Background: an optimization exercise with open tools, aiming at small area. Do not read the settings as production practice. The RTL was checked by simulation tests, not by an equivalence proof against the original design.

File: config.mk
export PLATFORM = sky130hd
export DESIGN_NAME = cic
export DESIGN_NICKNAME = cic
export VERILOG_FILES = /design/flow/design.v
export SDC_FILE = /design/flow/constraint.sdc
export NUM_CORES = 4
export LEC_CHECK = 0
export ABC_AREA = 1
export CAP_MARGIN = 20
export CORE_MARGIN = 2
export CORE_UTILIZATION = 60
export CTS_BUF_LIST = sky130_fd_sc_hd__clkbuf_8
export CTS_CLUSTER_DIAMETER = 50
export CTS_CLUSTER_SIZE = 20
export SLEW_MARGIN = 20
export SYNTH_HIERARCHICAL = 1
File: constraint.sdc
create_clock -name core_clock -period 36.0 [get_ports {i_clk}]
set_input_delay 7.2000 -clock core_clock [delete_from_list [all_inputs] [get_ports {i_clk}]]
set_output_delay 7.2000 -clock core_clock [all_outputs]
set_load 0.01 [all_outputs]
File: design.v
module cic_fa (
    input  wire a,
    input  wire b,
    input  wire c,
    output wire s,
    output wire co
    );
    assign s  = a ^ b ^ c;
    assign co = (a & b) | (c & (a ^ b));
endmodule
/*verilator lint_off UNOPTFLAT*/
module cic_rca #(parameter W = 8) (
    input  wire [W-1:0] a,
    input  wire [W-1:0] b,
    input  wire         ci,
    output wire [W-1:0] s,
    output wire         co
    );
    wire [W:0] c;
    assign c[0] = ci;
    genvar i;
    generate
        for (i = 0; i < W; i = i + 1) begin : bit_
            cic_fa fa (.a(a[i]), .b(b[i]), .c(c[i]), .s(s[i]), .co(c[i+1]));
        end
    endgenerate
    assign co = c[W];
endmodule
/*verilator lint_on UNOPTFLAT*/
module cic (
    i_clk,
    i_reset,
    i_data,
    i_ready,
    o_data,
    o_ready
    );
    parameter IW = 2, OW = 128, R = 100, M = 10;
    localparam W  = 69;             
    localparam L  = 36;             
    localparam H  = W - L;          
    localparam D  = 14, P = 5;      
    localparam WR = D * P;          
    input  wire i_clk, i_reset;
    input  wire signed [(IW-1):0] i_data;
    input  wire i_ready;
    output wire signed [(OW-1):0] o_data;
    output reg  o_ready;
    wire g = i_ready & ~i_reset;
    reg  [6:0] cnt;
    wire first = (cnt == 7'd0);
    wire last  = (cnt == R - 1);
    always @(posedge i_clk) begin
        if (i_reset)
            cnt <= 7'd0;
        else if (g)
            cnt <= last ? 7'd0 : cnt + 7'd1;
    end
    reg gd, fd, ld, xgd;
    always @(posedge i_clk) begin
        gd  <= g;
        fd  <= g & first;
        ld  <= g & last;
        xgd <= g & i_data[IW-1];
    end
    reg  [L-1:0] lo [1:M];
    reg  [H-1:0] hi [1:M];
    reg  [M:1]   cy;
    wire [L-1:0] nlo [1:M];
    wire [H-1:0] nhi [1:M];
    wire [M:1]   co;
    genvar k;
    generate
        for (k = 1; k <= M; k = k + 1) begin : integ
            localparam NEG = (k % 2 == 0);
            wire [L-1:0] a_lo, b_lo;
            wire [H-1:0] a_hi, b_hi;
            if (k == M) begin : dump           
                assign a_lo = lo[k] | {L{g & first}};
                assign a_hi = hi[k] | {H{fd}};
            end else begin : keep
                assign a_lo = lo[k];
                assign a_hi = hi[k];
            end
            if (k == 1) begin : in_
                assign b_lo = {{(L-1){g & i_data[IW-1]}}, g & i_data[0]};
                assign b_hi = {H{xgd}};
            end else if (NEG) begin : neg_
                assign b_lo = ~(nlo[k-1] & {L{g}});
                assign b_hi = ~(nhi[k-1] & {H{gd}});
            end else begin : pos_
                assign b_lo = ~(nlo[k-1] | {L{~g}});
                assign b_hi = ~(nhi[k-1] | {H{~gd}});
            end
            cic_rca #(.W(L)) add_lo (.a(a_lo), .b(b_lo), .ci(NEG ? 1'b1 : 1'b0),
                                     .s(nlo[k]), .co(co[k]));
            cic_rca #(.W(H)) add_hi (.a(a_hi), .b(b_hi), .ci(cy[k]),
                                     .s(nhi[k]), .co());
            always @(posedge i_clk)
                cy[k] <= co[k];
            if (k == M) begin : noreset
                always @(posedge i_clk) begin
                    lo[k] <= nlo[k];
                    hi[k] <= nhi[k];
                end
            end else begin : areset
                always @(posedge i_clk or posedge i_reset) begin
                    if (i_reset) begin
                        lo[k] <= {L{NEG ? 1'b1 : 1'b0}};
                        hi[k] <= {H{NEG ? 1'b1 : 1'b0}};
                    end else begin
                        lo[k] <= nlo[k];
                        hi[k] <= nhi[k];
                    end
                end
            end
        end
    endgenerate
    reg  [2:0] ph;         
    reg        run;        
    reg        pp;         
    reg  [3:0] cp;         
    wire clr   = (cp != 4'd0);
    wire start = (pp | clr) & (ph == 3'd0);
    wire proc  = start | run;
    always @(posedge i_clk) begin
        if (i_reset) begin
            ph  <= 3'd0;
            run <= 1'b0;
            pp  <= 1'b0;
            cp  <= 4'd9;
        end else begin
            ph  <= (ph == P - 1) ? 3'd0 : ph + 3'd1;
            run <= proc & (ph != P - 1);
            if (ld)
                pp <= 1'b1;
            else if (start & ~clr)
                pp <= 1'b0;
            if (proc & (ph == P - 1) & clr)
                cp <= cp - 4'd1;
        end
    end
    reg  [WR-1:0] O;
    wire [D-1:0] cq [1:M];
    assign cq[1] = O[D-1:0] | {D{clr}};    
    wire dig0 = (ph == 3'd0);
    generate
        for (k = 2; k <= M; k = k + 1) begin : comb_
            reg  [WR-1:0] ring;
            reg           ccy;
            wire [D-1:0]  head = ring[D-1:0];
            wire          cco;
            cic_rca #(.W(D)) add (.a(cq[k-1]), .b(head), .ci(ccy & ~dig0),
                                  .s(cq[k]), .co(cco));
            always @(posedge i_clk) begin
                ring <= {(proc ? ~cq[k-1] : head), ring[WR-1:D]};
                ccy  <= cco;
            end
        end
    endgenerate
    always @(posedge i_clk) begin
        if (g & last)
            O[L-1:0] <= nlo[M];
        else if (proc)
            O[L-1:0] <= O[L+D-1:D];
        if (ld)
            O[W-1:L] <= nhi[M];
        else if (proc)
            O[WR-1:L] <= {~cq[M], O[WR-1:L+D]};
    end
    reg [3:0] tm;
    always @(posedge i_clk) begin
        if (i_reset) begin
            tm      <= 4'd0;
            o_ready <= 1'b0;
        end else begin
            o_ready <= (tm == 4'd10);
            if (g & last)
                tm <= 4'd1;
            else if (tm == 4'd10)
                tm <= 4'd0;
            else if (tm != 4'd0)
                tm <= tm + 4'd1;
        end
    end
    assign o_data = {{(OW-W){O[W-1]}}, O[W-1:0]};
endmodule
File: flow/run.sh
#!/bin/bash
# The standard layout (standard.sh: the ORFS flow with the standard
# synthesis), with two changes made through ORFS's own variables:
#  - clock tree synthesis without dummy loads, with clkbuf_8 buffers;
#  - port buffers use buf_1 (every input and output still gets a buffer).
# The full make output goes to standard.log in the work folder; each
# tool's own log is under orfs/logs/.
set -euo pipefail
export CTS_ARGS="-sink_clustering_enable -repair_clock_nets -dont_use_dummy_load -sink_clustering_size 17 -sink_clustering_max_diameter 150 -buf_list sky130_fd_sc_hd__clkbuf_8"
export BUFFER_PORTS_ARGS="-buffer_cell sky130_fd_sc_hd__buf_1"
bash standard.sh > standard.log 2>&1
File: standard.sh
#!/bin/bash
# synth_recipe.tcl (not shown) runs the flow's synth.tcl, then flattens the netlist and writes it again
# the make line also repeats each setting of config.mk as NAME=value (left out here)
make -C /OpenROAD-flow-scripts/flow DESIGN_CONFIG=/design/flow/config.mk WORK_HOME=/design/flow/orfs CLKGATE_MAP_FILE= SYNTH_SCRIPT=/design/flow/synth_recipe.tcl "${@:-finish}"
==> results of run 1 <==
metrics by stage:
step / instance area (um^2) / hold slack (ns) / util, % / setup slack, ns
3_5_place_dp: 57000 / 0.312 / 61.2 / 5.22
2_1_floorplan: 56400 / 0.310 / - / 2.45
4_1_cts: 58300 / 0.276 / 62.6 / 6.06
5_1_grt: 58300 / 0.276 / 62.6 / 4.96
3_3_place_gp: 57000 / 0.310 / 61.2 / 5.56
6_report: 58300 / 0.278 / 62.6 / 6.14
final timing paths:
check | end | slack (ns)
max | O[35] | 6.14
min | comb_[8].ring[9] | 0.28
max reg2reg | O[35] | 14.87
max in group asynchronous | lo[3][3] | 27.33
min reg2reg | comb_[8].ring[9] | 0.28
min in group asynchronous | lo[9][35] | 6.95
layout make-up:
cell class	instances	area share, %
multi-input combinational	2082	37.2
sequential	1434	56.4
tap	1254	2.69
clock buffer	94	2.22
inverter	39	0.305
timing repair buffer	152	1.21
antenna	1	0.00429
modules after synthesis, one instance, submodules excluded, excerpt:
module	times used	area, um^2	flip-flops and latches	cells
cic	1	40000	1434	2979
cic_fa	816	20.0	0	1
state kept, by name, summed over array words and instances, names as in the netlist:
signal and count:
comb_.ring 630, lo 360, hi 330, O 70, cy 10, comb_.ccy 9
cnt 7, cp 4, tm 4, ph 3, fd 1, gd 1
ld 1, o_ready 1, pp 1, run 1, xgd 1
placed cells by master, fill, tap and decap left out, types with 6 or more instances in the layout:
cell	Yosys	routed
o21ai_1	111	111
dfxtp_1	743	741
nand2_1	665	665
or2_2	83	83
dfstp_2	276	276
buf_4	141	14
buf_1	5	133
o21ai_2	10	10
fa_1	816	816
nand3_1	8	8
inv_1	35	34
nand2_2	11	11
a21oi_1	7	7
o21ai_0	23	23
xor2_1	6	6
edfxtp_1	70	70
nor2_1	312	311
conb_1	2	10
dfrtp_1	345	345
clkbuf_8	0	94
ha_1	9	9
kinds of logic after synthesis:
group / count (synthesis) / synth area share [%]
compound gates: 151 / 1.41
xor+xnor: 7 / 0.109
fa+ha+maj: 825 / 29.2
buf+inv: 287 / 3.21
flops: 1434 / 58.3
other cells: 2 / 0.0133
simple gates: 1089 / 7.74
per-layer routing:
metal / GRT usage, % / part of all wire, %
met5: 0 / 0
met4: 5.24 / 2.6
met3: 3.17 / 3.6
met2: 32.5 / 49
met1: 30.2 / 45
critical path: cells and delay by family:
family / cells / cell delay, ns
fa+ha+maj: 44 / 18.99
buf+inv: 4 / 2.33
simple gates: 12 / 1.50
==> flow_summary_export.csv, run 1 <==
group,metric,value,unit
logic_synthesis,async_flop_share,43.3,%
min_path,worst_hold_path.num_cells,0,
layout,fin_cells,5056,
layout,num-fill-cells,7165,
routing,wire_per_inst,17.7,um
global_routing,antenna_found_initial,2,
worst_setup_path,regToRegStartpoint,"lo[1][0]",
worst_setup_path,timing.critical_path.arrival,30.36,ns
die,floorplan.io_pins,134,
layout,num-nets-final,4633,
outcome,status,"no timing/DRC/antenna violations",
clock_tree,cts.hold.buffers_added,0,
run,drv.max_cap_violation_count,0,
placement,placedCellCount,4960,
layout,multi_input_area,0.0217,mm^2
timing,timing_max_transition_violations_final,0,
clock_tree,ctsRootBufferMaster,"clkbuf_8",
placement,hpwl_after_dpl,63100,um
logic_synthesis,synthTopCellsByArea,"fa_1 29%, dfxtp_1 26%, dfrtp_1 15%",
worst_setup_path,cpMaxStageDelayCell,"inv_6",
global_routing,grt_pass1_vias,29421,
worst_setup_path,crit_path_max_incr_delay,0.72,ns
logic_synthesis,synth_sequential_area_ratio,58.3,%
placement,finalWeightedCongestion,0.832,
logic_synthesis,synth_seq_cells,1434,
timing,timing.fmax,33.5,MHz
clock_tree,htreeDepth,3,
timing,skew,0.0822,ns
logic_synthesis,library_cell_with_the_highest_instance_count_after_synthesis,"fa_1",
clock_tree,cts_made_buffers,94,
timing,max_slew.worst_pin.slew,0.942,ns
timing,finalHoldViolCount,0,
worst_setup_path,ff2ff_path_depth,56,
placement,portBuffers,133,
timing,timing.max_slew.rel_slack,37.2,%
worst_setup_path,endpoint_required_time_on_the_critical_path,36.50,ns
clock_tree,max_root_sink_buffers,3,
routing,detail_route.iter0.violations,1292,
min_path,path_type_of_the_worst_min_delay_path,"reg2reg",
logic_synthesis,post-synth-top-area-fraction,29.0,%
timing,period_needed,29.86,ns
worst_setup_path,path_common_cell,"fa_1",
clock_tree,cts.sink_count,1434,
global_routing,first_pass_grt_wire_length,155000,um
routing,detail_route.vias_per_cell,5.03,
min_path,hold_start,"comb_[8].ring[23]",
logic_synthesis,synthCells,3795,
layout,final_layout_size_suffix_gt1_share,13.3,%
die,rows,112,
layout,sequential_cell_area,0.0329,mm^2
clock_tree,cts_tree,"built",
timing,setup_viol,0,
logic_synthesis,netlist-cell-type-count,34,
logic_synthesis,syn_area_per_cell,14.8,um^2
global_routing,global_route.overflow_total,0,
die,die_area,0.0964,mm^2
clock_tree,post-cts-setup-buffer-count,0,
logic_synthesis,post-synth-top-area-cell,"fa_1",
die,chipWidth,310,um
die,effective_utilization_at_floorplan,60.5,%
worst_setup_path,worstSetupEndpointType,"flop",
timing,rsz0062_at_grt,"no",
logic_synthesis,ys_warn_count,11,
layout,syn2layout_area_growth,3.51,%
routing,remaining_drc_errors,0,
global_routing,grtUsageTotal,20.5,%
die,core-area,0.0932,mm^2
logic_synthesis,synth-edff-count,70,
global_routing,maximum_number_of_pins_on_one_net_before_global_route_repair,218,
clock_tree,postCtsResizedCells,0,
worst_setup_path,critPathLaunch,"i_reset",
routing,first_pass_iters,5,
clock_tree,clkLatencyLatePin,0.78,ns
timing,fin_setup_tns,0,ns
routing,routed_wire_length,89500,um
logic_synthesis,syn_area,0.0563,mm^2
routing,routed-via-count,25449,
timing,timing.final.crit_share,82.9,%
routing,drtAntennaViolNets,0,
clock_tree,clkTransAtPathRegs,0.10,ns
logic_synthesis,ys.flop_type,"dfxtp_1",
die,chipHeight,310,um
worst_setup_path,timing.critical_path.from_type,"input port",
worst_setup_path,cp_max_fo,187,
logic_synthesis,synth.top_cells.by_count,"816 x fa_1, 743 x dfxtp_1, 665 x nand2_1",
worst_setup_path,worst-setup-path-type,"in2reg",
==> run 2, diff against run 1 <==
--- a/flow/run.sh
+++ b/flow/run.sh
@@ -6,6 +6,6 @@
 # The full make output goes to standard.log in the work folder; each
 # tool's own log is under orfs/logs/.
 set -euo pipefail
-export CTS_ARGS="-sink_clustering_enable -repair_clock_nets -dont_use_dummy_load -sink_clustering_size 17 -sink_clustering_max_diameter 150 -buf_list sky130_fd_sc_hd__clkbuf_8"
+export CTS_ARGS="-sink_clustering_enable -repair_clock_nets -dont_use_dummy_load -sink_clustering_size 20 -sink_clustering_max_diameter 50 -buf_list sky130_fd_sc_hd__clkbuf_8"
 export BUFFER_PORTS_ARGS="-buffer_cell sky130_fd_sc_hd__buf_1"
 bash standard.sh > standard.log 2>&1
==> run 2 against run 1 <==
Synthesized cell count is the same. Cell count grew 0.99%. Flip-flop and latch count is the same. First-iteration DRC count shrank 0.93%. Worst hold slack lost 0.015 ns. Clock skew shrank 0.0059 ns. Largest cell class unchanged.
==> flow_summary_export.csv, run 2 <==
group,metric,value,unit
placement,placedCellCount,4960,
timing,rsz0062_at_grt,"no",
layout,largestRegisters,"comb_.ring (630), lo (360), hi (330)",
logic_synthesis,ys.flop_type,"dfxtp_1",
logic_synthesis,synth_seq_cells,1434,
clock_tree,max_root_sink_buffers,3,
logic_synthesis,yosys-mux-area-fraction,0,%
logic_synthesis,netlist-cell-type-count,34,
worst_setup_path,ff2ff_path_depth,56,
global_routing,grt_pass1_vias,29896,
clock_tree,clkTransAtPathRegs,0.10,ns
clock_tree,cts.hold.buffers_added,0,
timing,max_slew.worst_pin.slew,0.941,ns
timing,skew,0.0764,ns
worst_setup_path,path_common_cell,"fa_1",
clock_tree,clkLatencyLatePin,0.82,ns
worst_setup_path,slack_of_the_worst_reg_to_reg_path,14.92,ns
placement,finalWeightedCongestion,0.832,
global_routing,first_pass_grt_wire_length,156000,um
logic_synthesis,syn_area,0.0563,mm^2
worst_setup_path,worstSetupEndpointType,"flop",
logic_synthesis,synthCells,3795,
min_path,path_type_of_the_worst_min_delay_path,"reg2reg",
timing,timing.max_slew.rel_slack,37.3,%
timing,timing.fmax,33.7,MHz
logic_synthesis,synth_top_family_by_area,"adder cells",
worst_setup_path,timing.critical_path.arrival,30.24,ns
layout,layout_commonest_cell,"fa_1",
logic_synthesis,post-synth-top-area-fraction,29.0,%
clock_tree,postCtsResizedCells,0,
placement,hpwl_after_dpl,63100,um
logic_synthesis,synth-edff-count,70,
logic_synthesis,library_cell_with_the_highest_instance_count_after_synthesis,"fa_1",
die,core-area,0.0932,mm^2
clock_tree,post-cts-setup-buffer-count,0,
routing,detail_route.iter0.violations,1280,
clock_tree,cts_made_buffers,139,
clock_tree,cts.sink_count,1434,
routing,routed_wire_length,89900,um
worst_setup_path,regToRegStartpoint,"lo[1][0]",
layout,num-nets-final,4678,
die,effective_utilization_at_floorplan,60.5,%
worst_setup_path,endpoint_required_time_on_the_critical_path,36.57,ns
placement,portBuffers,133,
clock_tree,ctsRootBufferMaster,"clkbuf_8",
min_path,worst_hold_path.num_cells,0,
logic_synthesis,synthTopCellsByArea,"fa_1 29%, dfxtp_1 26%, dfrtp_1 15%",
layout,largest_register_ff_count,630,
logic_synthesis,syn_area_per_cell,14.8,um^2
routing,drtAntennaViolNets,0,
timing,fin_setup_tns,0,ns
min_path,hold_start,"comb_[8].ring[48]",
global_routing,grtUsageTotal,20.8,%
logic_synthesis,synth_area_in_compound_gates,1.41,%
worst_setup_path,cpMaxStageDelayCell,"inv_6",
die,floorplan.io_pins,134,
logic_synthesis,xor_xnor_cell_area_share_of_the_yosys_netlist,0.109,%
die,chipWidth,310,um
outcome,status,"no timing/DRC/antenna violations",
timing,timing.final.crit_share,82.4,%
min_path,timing.hold.worst_endpoint,"comb_[8].ring[34]",
timing,finalHoldViolCount,0,
run,drv.max_cap_violation_count,0,
worst_setup_path,cp_max_fo,187,
worst_setup_path,destination_of_the_worst_register_to_register_timing_path,"O[35]",
clock_tree,cts_tree,"built",
routing,remaining_drc_errors,0,
worst_setup_path,timing.critical_path.from_type,"input port",
timing,setup_viol,0,
logic_synthesis,async_flop_share,43.3,%
die,chipHeight,310,um
die,rows,112,
layout,syn2layout_area_growth,4.63,%
routing,detail_route.vias_per_cell,5.04,
logic_synthesis,ys_warn_count,11,
logic_synthesis,synth.top_cells.by_count,"816 x fa_1, 743 x dfxtp_1, 665 x nand2_1",
global_routing,antenna_found_initial,3,
routing,first_pass_iters,5,
layout,largest_register,"comb_.ring",
layout,final_cell_mix,"816 x fa_1, 741 x dfxtp_1, 665 x nand2_1, 345 x dfrtp_1, 311 x nor2_1",
global_routing,maximum_number_of_pins_on_one_net_before_global_route_repair,218,
global_routing,global_route.overflow_total,0,
logic_synthesis,post-synth-top-area-cell,"fa_1",
logic_synthesis,synth-adder-area-share,29.2,%
logic_synthesis,synth-simple-area-share,7.74,%
timing,period_needed,29.68,ns
routing,routed-via-count,25756,
timing,timing_max_transition_violations_final,0,
layout,fin_cells,5106,
routing,wire_per_inst,17.6,um
layout,final_layout_size_suffix_gt1_share,14.3,%
clock_tree,htreeDepth,4,
logic_synthesis,synth_sequential_area_ratio,58.3,%
die,die_area,0.0964,mm^2
worst_setup_path,worst-setup-path-type,"in2reg",
worst_setup_path,crit_path_max_incr_delay,0.71,ns
-- run 2: worst max-delay path: cells and delay by family --
family	cells	cell delay, ns
adder cells (fa/ha/maj)	44	18.97
buffers and inverters	4	2.33
AND/OR/NAND/NOR	12	1.49
-- run 2: layer usage --
layer | vias to the layer above | track usage (%) | wire (um)
met2 | 358 | 32.7 | 44500
met1 | 13735 | 30.3 | 39500
met5 | - | 0 | 0
met3 | 157 | 3.62 | 3750
met4 | 0 | 6.15 | 2160
li1 | 11506 | - | -
-- run 2: cells by family after synthesis --
logic type,after synthesis
AO/OA/AOI/OAI,151
XOR/XNOR,7
adder cells (fa/ha/maj),825
buffers and inverters,287
flip-flops,1434
other,2
AND/OR/NAND/NOR,1089
-- run 2: stage by stage --
step                      util (%)  hold slack (ns)  worst slack (ns)  cell area (um^2)
after floorplan                  -            0.310              2.45             56400
after global placement        61.2            0.310              5.56             57000
after detailed placement      61.2            0.312              5.22             57000
final                         63.3            0.262              6.32             59000
after global routing          63.3            0.253              5.04             59000
after CTS                     63.2            0.259              6.13             58900
-- run 2: final cells by class --
class / count / area [um^2]
fill: 7103 / 34200
sequential: 1434 / 32900
multi-input combinational: 2082 / 21700
clock buffer: 139 / 1910
tap: 1254 / 1570
timing repair buffer: 152 / 703
inverter: 39 / 178
antenna: 6 / 15.0
-- run 2: modules after synthesis (local to each module, per instance), excerpt --
module | flip-flops and latches | cells inside
cic | 1434 | 2979
cic_fa | 0 | 1
-- run 2: how the worst max path moves through the flow --
| stage | from | end | slack [ns] | depth (start not counted) |
|---|---|---|---|---|
| floorplan | i_reset | O[35] | 2.45 | 60 |
| global placement | i_reset | O[35] | 5.56 | 60 |
| detailed placement | i_reset | O[35] | 5.22 | 60 |
| CTS | i_reset | O[35] | 6.13 | 60 |
| global route | i_reset | O[35] | 5.04 | 60 |
| finish | i_reset | O[35] | 6.32 | 60 |
==> run 3, diff against run 2 <==
--- a/flow/run.sh
+++ b/flow/run.sh
@@ -6,6 +6,6 @@
 # The full make output goes to standard.log in the work folder; each
 # tool's own log is under orfs/logs/.
 set -euo pipefail
-export CTS_ARGS="-sink_clustering_enable -repair_clock_nets -dont_use_dummy_load -sink_clustering_size 20 -sink_clustering_max_diameter 50 -buf_list sky130_fd_sc_hd__clkbuf_8"
+export CTS_ARGS="-sink_clustering_enable -repair_clock_nets -dont_use_dummy_load -sink_clustering_size 18 -sink_clustering_max_diameter 100 -buf_list sky130_fd_sc_hd__clkbuf_8"
 export BUFFER_PORTS_ARGS="-buffer_cell sky130_fd_sc_hd__buf_1"
 bash standard.sh > standard.log 2>&1
==> run 3 against run 2 <==
Critical path type unchanged. Still clean. Sequential share of layout area grew 0.67 points. Clock-buffer cell count shrank 50. Cell count shrank 1.0%. Routed wire length shrank 1.1%. Maximum frequency shrank 0.52%. Flip-flop and latch count is the same.
==> flow_summary_export.csv, run 3 <==
group,metric,value,unit
outcome,status,"no timing/DRC/antenna violations",
logic_synthesis,netlist-cell-type-count,34,
logic_synthesis,synth_sequential_area_ratio,58.3,%
die,die_area,0.0964,mm^2
timing,holdWs,0.294,ns
logic_synthesis,ys_warn_count,11,
logic_synthesis,synth-edff-count,70,
routing,wire_per_inst,17.6,um
worst_setup_path,timing.critical_path.from_type,"input port",
worst_setup_path,destination_of_the_worst_register_to_register_timing_path,"O[35]",
timing,skew,0.0665,ns
routing,routed-via-count,25375,
routing,drtAntennaViolNets,0,
placement,hpwl_after_dpl,63100,um
clock_tree,cts.hold.buffers_added,0,
timing,timing.final.crit_share,82.9,%
min_path,worst_hold_path.num_cells,0,
timing,timing_max_transition_violations_final,0,
layout,num-nets-final,4628,
run,drv.max_cap_violation_count,0,
layout,final_core_utilization,62.5,%
clock_tree,clkTransAtPathRegs,0.11,ns
layout,syn2layout_area_growth,3.40,%
routing,first_pass_iters,5,
logic_synthesis,synth_seq_cells,1434,
worst_setup_path,timing.critical_path.arrival,30.32,ns
worst_setup_path,worst-setup-path-type,"in2reg",
worst_setup_path,ff2ff_path_depth,56,
routing,detail_route.iter0.violations,1224,
die,floorplan.io_pins,134,
layout,fin_cells,5053,
layout,layout_commonest_cell,"fa_1",
timing,setup_viol,0,
worst_setup_path,endpoint_required_time_on_the_critical_path,36.49,ns
logic_synthesis,syn_area_per_cell,14.8,um^2
placement,placedCellCount,4960,
global_routing,global_route.overflow_total,0,
logic_synthesis,synthTopCellsByArea,"fa_1 29%, dfxtp_1 26%, dfrtp_1 15%",
timing,period_needed,29.83,ns
min_path,timing.hold.worst_endpoint,"comb_[4].ring[45]",
timing,fin_setup_tns,0,ns
timing,finalHoldViolCount,0,
layout,num-fill-cells,7160,
layout,final_layout_size_suffix_gt1_share,13.1,%
die,rows,112,
clock_tree,ctsRootBufferMaster,"clkbuf_8",
logic_synthesis,post-synth-top-area-fraction,29.0,%
layout,largest_register_ff_count,630,
logic_synthesis,ys.flop_type,"dfxtp_1",
clock_tree,max_root_sink_buffers,3,
layout,multi_input_area,0.0217,mm^2
worst_setup_path,regToRegStartpoint,"lo[1][0]",
global_routing,antenna_found_initial,2,
clock_tree,clkLatencyLatePin,0.77,ns
global_routing,grtUsageTotal,20.4,%
layout,largest_register,"comb_.ring",
layout,largestRegisters,"comb_.ring (630), lo (360), hi (330)",
logic_synthesis,syn_area,0.0563,mm^2
clock_tree,post-cts-setup-buffer-count,0,
min_path,path_type_of_the_worst_min_delay_path,"reg2reg",
die,chipWidth,310,um
placement,finalWeightedCongestion,0.832,
global_routing,first_pass_grt_wire_length,155000,um
timing,timing.fmax,33.5,MHz
clock_tree,cts_tree,"built",
worst_setup_path,worstSetupEndpointType,"flop",
die,effective_utilization_at_floorplan,60.5,%
logic_synthesis,post-synth-top-area-cell,"fa_1",
clock_tree,postCtsResizedCells,0,
min_path,hold_start,"comb_[4].ring[59]",
clock_tree,cts.sink_count,1434,
layout,final_cell_mix,"816 x fa_1, 741 x dfxtp_1, 665 x nand2_1, 345 x dfrtp_1, 311 x nor2_1",
clock_tree,cts_made_buffers,89,
timing,rsz0062_at_grt,"no",
worst_setup_path,crit_path_max_incr_delay,0.71,ns
logic_synthesis,synthCells,3795,
worst_setup_path,path_common_cell,"fa_1",
clock_tree,htreeDepth,3,
placement,portBuffers,133,
global_routing,maximum_number_of_pins_on_one_net_before_global_route_repair,218,
routing,remaining_drc_errors,0,
worst_setup_path,cp_max_fo,187,
routing,routed_wire_length,89000,um
global_routing,grt_pass1_vias,29356,
timing,timing.max_slew.rel_slack,37.1,%
worst_setup_path,slack_of_the_worst_reg_to_reg_path,14.88,ns
logic_synthesis,async_flop_share,43.3,%
die,core-area,0.0932,mm^2
routing,detail_route.vias_per_cell,5.02,
die,chipHeight,310,um
timing,max_slew.worst_pin.slew,0.943,ns
layout,sequential_cell_area,0.0329,mm^2
logic_synthesis,library_cell_with_the_highest_instance_count_after_synthesis,"fa_1",
logic_synthesis,synth.top_cells.by_count,"816 x fa_1, 743 x dfxtp_1, 665 x nand2_1",
worst_setup_path,cpMaxStageDelayCell,"inv_6",
run 3: cell counts after synthesis:
No cell type changed its count.
run 3: worst max-delay path by stage:
| stage | startpoint | slack (ns) | to | cells after the start |
|---|---|---|---|---|
| after floorplan | i_reset | 2.45 | O[35] | 60 |
| after global placement | i_reset | 5.56 | O[35] | 60 |
| after detailed placement | i_reset | 5.22 | O[35] | 60 |
| after CTS | i_reset | 6.05 | O[35] | 60 |
| after global routing | i_reset | 4.93 | O[35] | 60 |
| final | i_reset | 6.17 | O[35] | 60 |
run 3: layout make-up:
type	count	area share, %
repair buffers	152	1.21
inverters	39	0.305
multi-input cells	2082	37.3
diodes	3	0.0129
flip-flops and latches	1434	56.4
clock buffers	89	2.10
well taps	1254	2.69
run 3: logic make-up after synthesis:
group | count (synthesis) | share of synthesized area, %
and+or+nand+nor | 1089 | 7.74
other | 2 | 0.0133
adders and majority gates | 825 | 29.2
AOI/OAI and AO/OA | 151 | 1.41
xor gates and xnor gates | 7 | 0.109
DFF | 1434 | 58.3
buffers and inverters | 287 | 3.21
run 3: critical path: cells and delay by family:
family	cells	cell delay [ns]
fa+ha+maj	44	18.98
buf+inv	4	2.34
simple gates	12	1.49
run 3: metal layers:
| layer | vias to the layer above | global-route usage, % | share of wire [%] |
|---|---|---|---|
| met5 | - | 0 | 0 |
| met4 | 0 | 5.36 | 2.2 |
| met3 | 108 | 2.93 | 3.9 |
| met2 | 296 | 32.5 | 50 |
| met1 | 13580 | 30.2 | 44 |
| li1 | 11391 | - | - |
run 3: modules after synthesis, one instance, submodules excluded, excerpt:
module	flops+latches	copies in the design
cic_fa	0	816
cic	1434	1
run 3: metrics by stage:
stage	setup WS (ns)	cell area, um^2
global placement	5.56	57000
detailed placement	5.22	57000
CTS	6.05	58200
finish	6.17	58300
floorplan	2.45	56400
global route	4.93	58300

==> afterwards: timing with drivers on the ports <==
No port has a modelled driver above. Below, the same layouts with a new extraction and two added sets of constraints.
Step 1 sets driving cells, clkbuf_16 on the clock port and buf_2 on the other inputs (assumed; they add their load-dependent delay and slew).
Step 2, shift: input delay + t, output delay - t, t = (earliest + latest rising clock arrival at the registers) / 2. This alone moves slack from input paths to output paths.
a / b / c = ideal ports / drivers / drivers and shift; a / b = the first two.
run | shift t [ns] | setup slack, ns | clock arrival spread, ns
run 1 | 0.800 | 6.143 / 6.182 / 5.382 | 0.082 / 0.082
run 2 | 0.849 | 6.325 / 6.362 / 5.513 | 0.082 / 0.082
run 3 | 0.796 | 6.168 / 6.205 / 5.409 | 0.072 / 0.072
After both steps every run listed still meets setup and hold. The setup slack of run 2, which loses most, moves by +0.037 ns with the drivers and by -0.812 ns with both steps.
